Background: an optimization exercise with open tools, aiming at small area. Do not read the settings as production practice. RTL that was checked went through simulation tests only; none was proved equivalent to the original. No activity file was given, so power comes from the tool's default toggle rates.

==> violet: inputs <==
==> flow/design.v <==
module top(
	input wire sys_clk,
	input wire sys_rst_n,
	input wire tim_psel,
	input wire tim_pwrite,
	input wire tim_penable,
	input wire [11:0]tim_paddr,
	input wire [31:0]tim_pwdata,
	input wire dbg_mode,
	input wire [3:0] tim_pstrb,
	output reg [31:0]tim_prdata,
	output wire tim_pready,
	output wire tim_pslverr,
	output wire tim_int
);
reg        ready;
reg        timer_en;
reg        div_en;
reg  [3:0] div_val;
reg        pre_en;
reg  [63:0] cnt;
reg  [63:0] ncmp;       
reg        int_en;
reg        int_st;
reg        halt_req;
reg  [7:0] pcnt;
wire base = (tim_paddr[11:5] == 7'd0) & (tim_paddr[1:0] == 2'd0);
wire [2:0] a = tim_paddr[4:2];
wire s_tcr   = base & (a == 3'd0);
wire s_tdr0  = base & (a == 3'd1);
wire s_tdr1  = base & (a == 3'd2);
wire s_tcmp0 = base & (a == 3'd3);
wire s_tcmp1 = base & (a == 3'd4);
wire s_tier  = base & (a == 3'd5);
wire s_tisr  = base & (a == 3'd6);
wire s_thcsr = base & (a == 3'd7);
wire [3:0] dv = tim_pwdata[11:8];
wire err = (tim_pstrb[1] & ((dv > 4'd8) | (timer_en & (dv != div_val)))) |
           (tim_pstrb[0] & timer_en & (tim_pwdata[1] != div_en));
assign tim_pslverr = tim_pwrite & s_tcr & err;
assign tim_pready  = ready;
wire wr = ready & tim_pwrite;
wire halt_ack = halt_req & dbg_mode;
always @(posedge sys_clk or negedge sys_rst_n)
	if (!sys_rst_n) ready <= 1'b0;
	else ready <= tim_psel & tim_penable & ~ready;
always @(posedge sys_clk or negedge sys_rst_n)
	if (!sys_rst_n) begin
		timer_en <= 1'b0;
		div_en   <= 1'b0;
		div_val  <= 4'd1;
	end else if (wr & s_tcr & ~err) begin
		if (tim_pstrb[0]) begin
			timer_en <= tim_pwdata[0];
			div_en   <= tim_pwdata[1];
		end
		if (tim_pstrb[1]) div_val <= dv;
	end
wire [7:0] limit = {div_val > 4'd7, div_val > 4'd6, div_val > 4'd5, div_val > 4'd4,
                    div_val > 4'd3, div_val > 4'd2, div_val > 4'd1, div_val > 4'd0};
wire match = (pcnt == limit);
wire cnt_en = timer_en & ~halt_ack & (~div_en | match);
always @(posedge sys_clk or negedge sys_rst_n)
	if (!sys_rst_n) pcnt <= 8'd0;
	else if (!halt_ack) begin
		if (match | ~div_en | ~timer_en) pcnt <= 8'd0;
		else pcnt <= pcnt + 8'd1;
	end
wire clr = pre_en & ~timer_en;
wire w0 = wr & s_tdr0;
wire w1 = wr & s_tdr1;
always @(posedge sys_clk or negedge sys_rst_n)
	if (!sys_rst_n) pre_en <= 1'b0;
	else pre_en <= timer_en;
wire [7:0] ball;
genvar g;
generate for (g = 0; g < 8; g = g + 1) begin : gb
	assign ball[g] = &cnt[8*g+7:8*g];
end endgenerate
wire [7:0] bcin;
assign bcin[0] = cnt_en & ~w0;
assign bcin[1] = bcin[0] & ball[0];
assign bcin[2] = bcin[1] & ball[1];
assign bcin[3] = bcin[2] & ball[2];
assign bcin[4] = cnt_en & ~w1 & ball[0] & ball[1] & ball[2] & ball[3];
assign bcin[5] = bcin[4] & ball[4];
assign bcin[6] = bcin[5] & ball[5];
assign bcin[7] = bcin[6] & ball[6];
wire [63:0] tg;
generate for (g = 0; g < 8; g = g + 1) begin : gt
	wire [8:0] c;
	assign c[0] = bcin[g];
	genvar i;
	for (i = 0; i < 8; i = i + 1) begin : gi
		assign c[i+1] = c[i] & cnt[8*g+i];
		assign tg[8*g+i] = c[i];
	end
end endgenerate
wire [63:0] inc = (cnt ^ tg) & {64{~clr}};
wire [7:0] bsel = {{4{w1}} & tim_pstrb, {4{w0}} & tim_pstrb};
wire [63:0] nxt;
generate for (g = 0; g < 8; g = g + 1) begin : gn
	assign nxt[8*g+7:8*g] = bsel[g] ? tim_pwdata[8*(g%4)+7:8*(g%4)] : inc[8*g+7:8*g];
end endgenerate
always @(posedge sys_clk or negedge sys_rst_n)
	if (!sys_rst_n) cnt <= 64'd0;
	else cnt <= nxt;
wire [7:0] csel = {{4{wr & s_tcmp1}} & tim_pstrb, {4{wr & s_tcmp0}} & tim_pstrb};
generate for (g = 0; g < 8; g = g + 1) begin : gc
	always @(posedge sys_clk or negedge sys_rst_n)
		if (!sys_rst_n) ncmp[8*g+7:8*g] <= 8'd0;
		else if (csel[g]) ncmp[8*g+7:8*g] <= ~tim_pwdata[8*(g%4)+7:8*(g%4)];
end endgenerate
wire eq = &(cnt ^ ncmp);
wire clr_int = wr & s_tisr & tim_pstrb[0] & tim_pwdata[0];
always @(posedge sys_clk or negedge sys_rst_n)
	if (!sys_rst_n) begin
		int_en   <= 1'b0;
		int_st   <= 1'b0;
		halt_req <= 1'b0;
	end else begin
		if (wr & s_tier & tim_pstrb[0]) int_en <= tim_pwdata[0];
		if (clr_int) int_st <= 1'b0;
		else if (eq) int_st <= 1'b1;
		if (wr & s_thcsr & tim_pstrb[0]) halt_req <= tim_pwdata[0];
	end
assign tim_int = int_en & int_st;
always @* begin
	tim_prdata = 32'h0;
	if (base) case (a)
		3'd0: tim_prdata = {20'h0, div_val, 6'h0, div_en, timer_en};
		3'd1: tim_prdata = cnt[31:0];
		3'd2: tim_prdata = cnt[63:32];
		3'd3: tim_prdata = ~ncmp[31:0];
		3'd4: tim_prdata = ~ncmp[63:32];
		3'd5: tim_prdata = {31'h0, int_en};
		3'd6: tim_prdata = {31'h0, int_st};
		3'd7: tim_prdata = {30'h0, halt_ack, halt_req};
	endcase
end
endmodule
==> flow/run.sh <==
#!/bin/bash
# synth_recipe.tcl (not shown) runs the flow's synth.tcl, then flattens the netlist and writes it again
# the make line also repeats each setting of config.mk as NAME=value (left out here)
make -C /OpenROAD-flow-scripts/flow DESIGN_CONFIG=/design/flow/config.mk WORK_HOME=/design/flow/orfs CLKGATE_MAP_FILE= SYNTH_SCRIPT=/design/flow/synth_recipe.tcl finish
==> flow/config.mk <==
export PLATFORM = sky130hd
export DESIGN_NAME = top
export DESIGN_NICKNAME = top
export VERILOG_FILES = /design/flow/design.v
export SDC_FILE = /design/flow/constraint.sdc
export NUM_CORES = 4
export LEC_CHECK = 0
export CAP_MARGIN = 20
export CORE_MARGIN = 2
export CORE_UTILIZATION = 40
export SLEW_MARGIN = 20
==> flow/constraint.sdc <==
create_clock -name core_clock -period 5.0 [get_ports {sys_clk}]
set_input_delay 1.0000 -clock core_clock [delete_from_list [all_inputs] [get_ports {sys_clk}]]
set_output_delay 1.0000 -clock core_clock [all_outputs]
set_load 0.01 [all_outputs]
==> nickel (differences from violet) <==
--- a/flow/design.v
+++ b/flow/design.v
@@ -16,7 +16,7 @@
 reg        ready;
 reg        timer_en;
 reg        div_en;
-reg  [3:0] div_val;
+reg  [3:1] div_val_h;
 reg        pre_en;
 reg  [63:0] cnt;
 reg  [63:0] ncmp;       
@@ -44,56 +44,74 @@
 always @(posedge sys_clk or negedge sys_rst_n)
 	if (!sys_rst_n) ready <= 1'b0;
 	else ready <= tim_psel & tim_penable & ~ready;
+reg  div_val0_n;
+wire [3:0] div_val = {div_val_h, ~div_val0_n};
+wire tcr_ok = wr & s_tcr & ~err;
 always @(posedge sys_clk or negedge sys_rst_n)
 	if (!sys_rst_n) begin
-		timer_en <= 1'b0;
-		div_en   <= 1'b0;
-		div_val  <= 4'd1;
-	end else if (wr & s_tcr & ~err) begin
+		timer_en   <= 1'b0;
+		div_en     <= 1'b0;
+		div_val_h  <= 3'd0;
+		div_val0_n <= 1'b0;
+	end else if (tcr_ok) begin
 		if (tim_pstrb[0]) begin
 			timer_en <= tim_pwdata[0];
 			div_en   <= tim_pwdata[1];
 		end
-		if (tim_pstrb[1]) div_val <= dv;
+		if (tim_pstrb[1]) begin
+			div_val_h  <= dv[3:1];
+			div_val0_n <= ~dv[0];
+		end
 	end
-wire [7:0] limit = {div_val > 4'd7, div_val > 4'd6, div_val > 4'd5, div_val > 4'd4,
-                    div_val > 4'd3, div_val > 4'd2, div_val > 4'd1, div_val > 4'd0};
-wire match = (pcnt == limit);
+wire [8:0] lo1, hi0;
+assign lo1[0] = 1'b1;
+assign hi0[8] = 1'b1;
+genvar k;
+generate for (k = 0; k < 8; k = k + 1) begin : gm
+	assign lo1[k+1] = lo1[k] & pcnt[k];
+	assign hi0[k] = hi0[k+1] & ~pcnt[k];
+end endgenerate
+wire [8:0] mk = lo1 & hi0;
+wire match = div_val[3] ? mk[8] : mk[div_val[2:0]];
 wire cnt_en = timer_en & ~halt_ack & (~div_en | match);
+wire pzero = ~halt_ack & (match | ~div_en | ~timer_en);
 always @(posedge sys_clk or negedge sys_rst_n)
 	if (!sys_rst_n) pcnt <= 8'd0;
-	else if (!halt_ack) begin
-		if (match | ~div_en | ~timer_en) pcnt <= 8'd0;
-		else pcnt <= pcnt + 8'd1;
-	end
+	else if (pzero) pcnt <= 8'd0;
+	else pcnt <= pcnt + {7'd0, ~halt_ack};
 wire clr = pre_en & ~timer_en;
 wire w0 = wr & s_tdr0;
 wire w1 = wr & s_tdr1;
 always @(posedge sys_clk or negedge sys_rst_n)
 	if (!sys_rst_n) pre_en <= 1'b0;
 	else pre_en <= timer_en;
-wire [7:0] ball;
+localparam CB = 8;
+localparam NB = 64 / CB;
+wire [NB-1:0] ball;
 genvar g;
-generate for (g = 0; g < 8; g = g + 1) begin : gb
-	assign ball[g] = &cnt[8*g+7:8*g];
+generate for (g = 0; g < NB; g = g + 1) begin : gb
+	assign ball[g] = &cnt[CB*g+CB-1:CB*g];
 end endgenerate
-wire [7:0] bcin;
-assign bcin[0] = cnt_en & ~w0;
-assign bcin[1] = bcin[0] & ball[0];
-assign bcin[2] = bcin[1] & ball[1];
-assign bcin[3] = bcin[2] & ball[2];
-assign bcin[4] = cnt_en & ~w1 & ball[0] & ball[1] & ball[2] & ball[3];
-assign bcin[5] = bcin[4] & ball[4];
-assign bcin[6] = bcin[5] & ball[5];
-assign bcin[7] = bcin[6] & ball[6];
+wire [NB:0] bpre;
+assign bpre[0] = 1'b1;
+generate for (g = 0; g < NB; g = g + 1) begin : gp
+	assign bpre[g+1] = bpre[g] & ball[g];
+end endgenerate
+wire en_lo = cnt_en & ~w0;
+wire en_hi = cnt_en & ~w1;
+wire [NB-1:0] bcin;
+generate for (g = 0; g < NB; g = g + 1) begin : gcin
+	if (g < NB/2) assign bcin[g] = en_lo & bpre[g];
+	else assign bcin[g] = en_hi & bpre[g];
+end endgenerate
 wire [63:0] tg;
-generate for (g = 0; g < 8; g = g + 1) begin : gt
-	wire [8:0] c;
+generate for (g = 0; g < NB; g = g + 1) begin : gt
+	wire [CB:0] c;
 	assign c[0] = bcin[g];
 	genvar i;
-	for (i = 0; i < 8; i = i + 1) begin : gi
-		assign c[i+1] = c[i] & cnt[8*g+i];
-		assign tg[8*g+i] = c[i];
+	for (i = 0; i < CB; i = i + 1) begin : gi
+		assign c[i+1] = c[i] & cnt[CB*g+i];
+		assign tg[CB*g+i] = c[i];
 	end
 end endgenerate
 wire [63:0] inc = (cnt ^ tg) & {64{~clr}};
@@ -125,17 +143,19 @@
 		if (wr & s_thcsr & tim_pstrb[0]) halt_req <= tim_pwdata[0];
 	end
 assign tim_int = int_en & int_st;
+wire r0 = base & (a == 3'd0);
+wire r1 = base & (a == 3'd1);
+wire r2 = base & (a == 3'd2);
+wire r3 = base & (a == 3'd3);
+wire r4 = base & (a == 3'd4);
+wire r5 = base & (a == 3'd5);
+wire r6 = base & (a == 3'd6);
+wire r7 = base & (a == 3'd7);
 always @* begin
-	tim_prdata = 32'h0;
-	if (base) case (a)
-		3'd0: tim_prdata = {20'h0, div_val, 6'h0, div_en, timer_en};
-		3'd1: tim_prdata = cnt[31:0];
-		3'd2: tim_prdata = cnt[63:32];
-		3'd3: tim_prdata = ~ncmp[31:0];
-		3'd4: tim_prdata = ~ncmp[63:32];
-		3'd5: tim_prdata = {31'h0, int_en};
-		3'd6: tim_prdata = {31'h0, int_st};
-		3'd7: tim_prdata = {30'h0, halt_ack, halt_req};
-	endcase
+	tim_prdata = ({32{r1}} & cnt[31:0]) | ({32{r2}} & cnt[63:32]) |
+	             ({32{r3}} & ~ncmp[31:0]) | ({32{r4}} & ~ncmp[63:32]);
+	tim_prdata[11:8] = tim_prdata[11:8] | ({4{r0}} & div_val);
+	tim_prdata[1] = tim_prdata[1] | (r0 & div_en) | (r7 & halt_ack);
+	tim_prdata[0] = tim_prdata[0] | (r0 & timer_en) | (r5 & int_en) | (r6 & int_st) | (r7 & halt_req);
 end
 endmodule
==> flow/flow/run.sh (new file) <==
#!/bin/bash
# Own layout flow: the standard flow (standard.sh), with three changes:
#  - synthesis maps logic with an area-oriented ABC script (flow/area.abc);
#    every other synthesis step is the standard synthesis, unchanged;
#  - input/output ports are buffered with sky130_fd_sc_hd__buf_1;
#  - CTS does not insert dummy loads and uses the buffer list below.
set -euo pipefail
W=$(pwd)
# standard synthesis script with only the abc script swapped
sed "s#log_cmd abc {\*}\$abc_args#log_cmd abc -script $W/flow/area.abc {*}[lrange \$abc_args 2 end]#" \
  "$FLOW_HOME/scripts/synth.tcl" > "$W/synth_core.tcl"
grep -q "flow/area.abc" "$W/synth_core.tcl"
sed "s#\$::env(SCRIPTS_DIR)/synth.tcl#$W/synth_core.tcl#" "$W/synth_recipe.tcl" > "$W/own_synth.tcl"
grep -q "synth_core.tcl" "$W/own_synth.tcl"
CTS="-sink_clustering_enable -repair_clock_nets -dont_use_dummy_load"
CTS="$CTS -buf_list sky130_fd_sc_hd__clkbuf_4 -root_buf sky130_fd_sc_hd__clkbuf_16"
bash standard.sh "SYNTH_SCRIPT=$W/own_synth.tcl" \
  "BUFFER_PORTS_ARGS=-buffer_cell sky130_fd_sc_hd__buf_1" \
  "CTS_ARGS=$CTS" finish > "$W/standard_sh.log" 2>&1
==> flow/flow/area.abc (new file) <==
&get -n
&st
&dc2
&dch -f
&nf -R 1000
&put
strash
&get -n
&dch -f
&nf -R 1000
&put
==> flow/standard.sh (new file) <==
#!/bin/bash
# synth_recipe.tcl (not shown) runs the flow's synth.tcl, then flattens the netlist and writes it again
# the make line also repeats each setting of config.mk as NAME=value (left out here)
make -C /OpenROAD-flow-scripts/flow DESIGN_CONFIG=/design/flow/config.mk WORK_HOME=/design/flow/orfs CLKGATE_MAP_FILE= SYNTH_SCRIPT=/design/flow/synth_recipe.tcl "${@:-finish}"
CAP_MARGIN = 0   (was 20)
CORE_UTILIZATION = 60   (was 40)
SLEW_MARGIN = 0   (was 20)
removed: flow/run.sh
==> summary of the runs <==
Area after synthesis: nickel is lower than violet (9.0%).
Of nickel and violet, nickel has the higher global-route usage (gap 12 points).
In violet the combinational power is larger than in nickel, by about 5%.
Between violet and nickel, the lower critical path depth is in violet (gap 14).
Sequential cell count is the same in nickel and violet.
Register-to-register slack: violet is better than nickel (0.42 ns).
Against nickel, the non-clock buffer count of violet is higher by 4.
Of violet and nickel, violet has the higher clock-buffer cell count (gap 5).
Synthesized cell count: violet is higher than nickel (about 14%).
Against nickel, the via count of violet is smaller by about 1.7%.
Between violet and nickel, the lower sequential share of layout area is in violet (gap 6.7 points).
For violet, only the layout was checked, not whether the RTL still works.

[port drivers added, routing unchanged]
In the flow no input, the clock included, has a driving cell. The finished layouts below were timed again as built, in two steps.
Step 1: set_driving_cell puts a clkbuf_16 on sys_clk and a buf_2 on each other input, an assumption about the parent block.
Step 2 moves the port delays by t, midway between the first and last clock arrival at a register: inputs arrive t later, outputs are due t later. That takes back most of the time a late clock gives input paths.
Slacks: ideal / step 1 / step 2; pairs: ideal / step 1.
run | t, ns | slack for setup (ns) | worst setup path at the end | worst data-port slew with drivers (ns) | cell pins on the clock port's net
violet | 0.474 | 0.438 / 0.400 / 0.215 | input to register | 0.04 | 1
nickel | 0.418 | 0.504 / 0.504 / 0.504 | register to register | 0.03 | 1
After both steps setup and hold are still met in every run listed. For violet, which loses most, drivers alone change the setup slack by -0.038 ns; drivers and shift together by -0.223 ns.
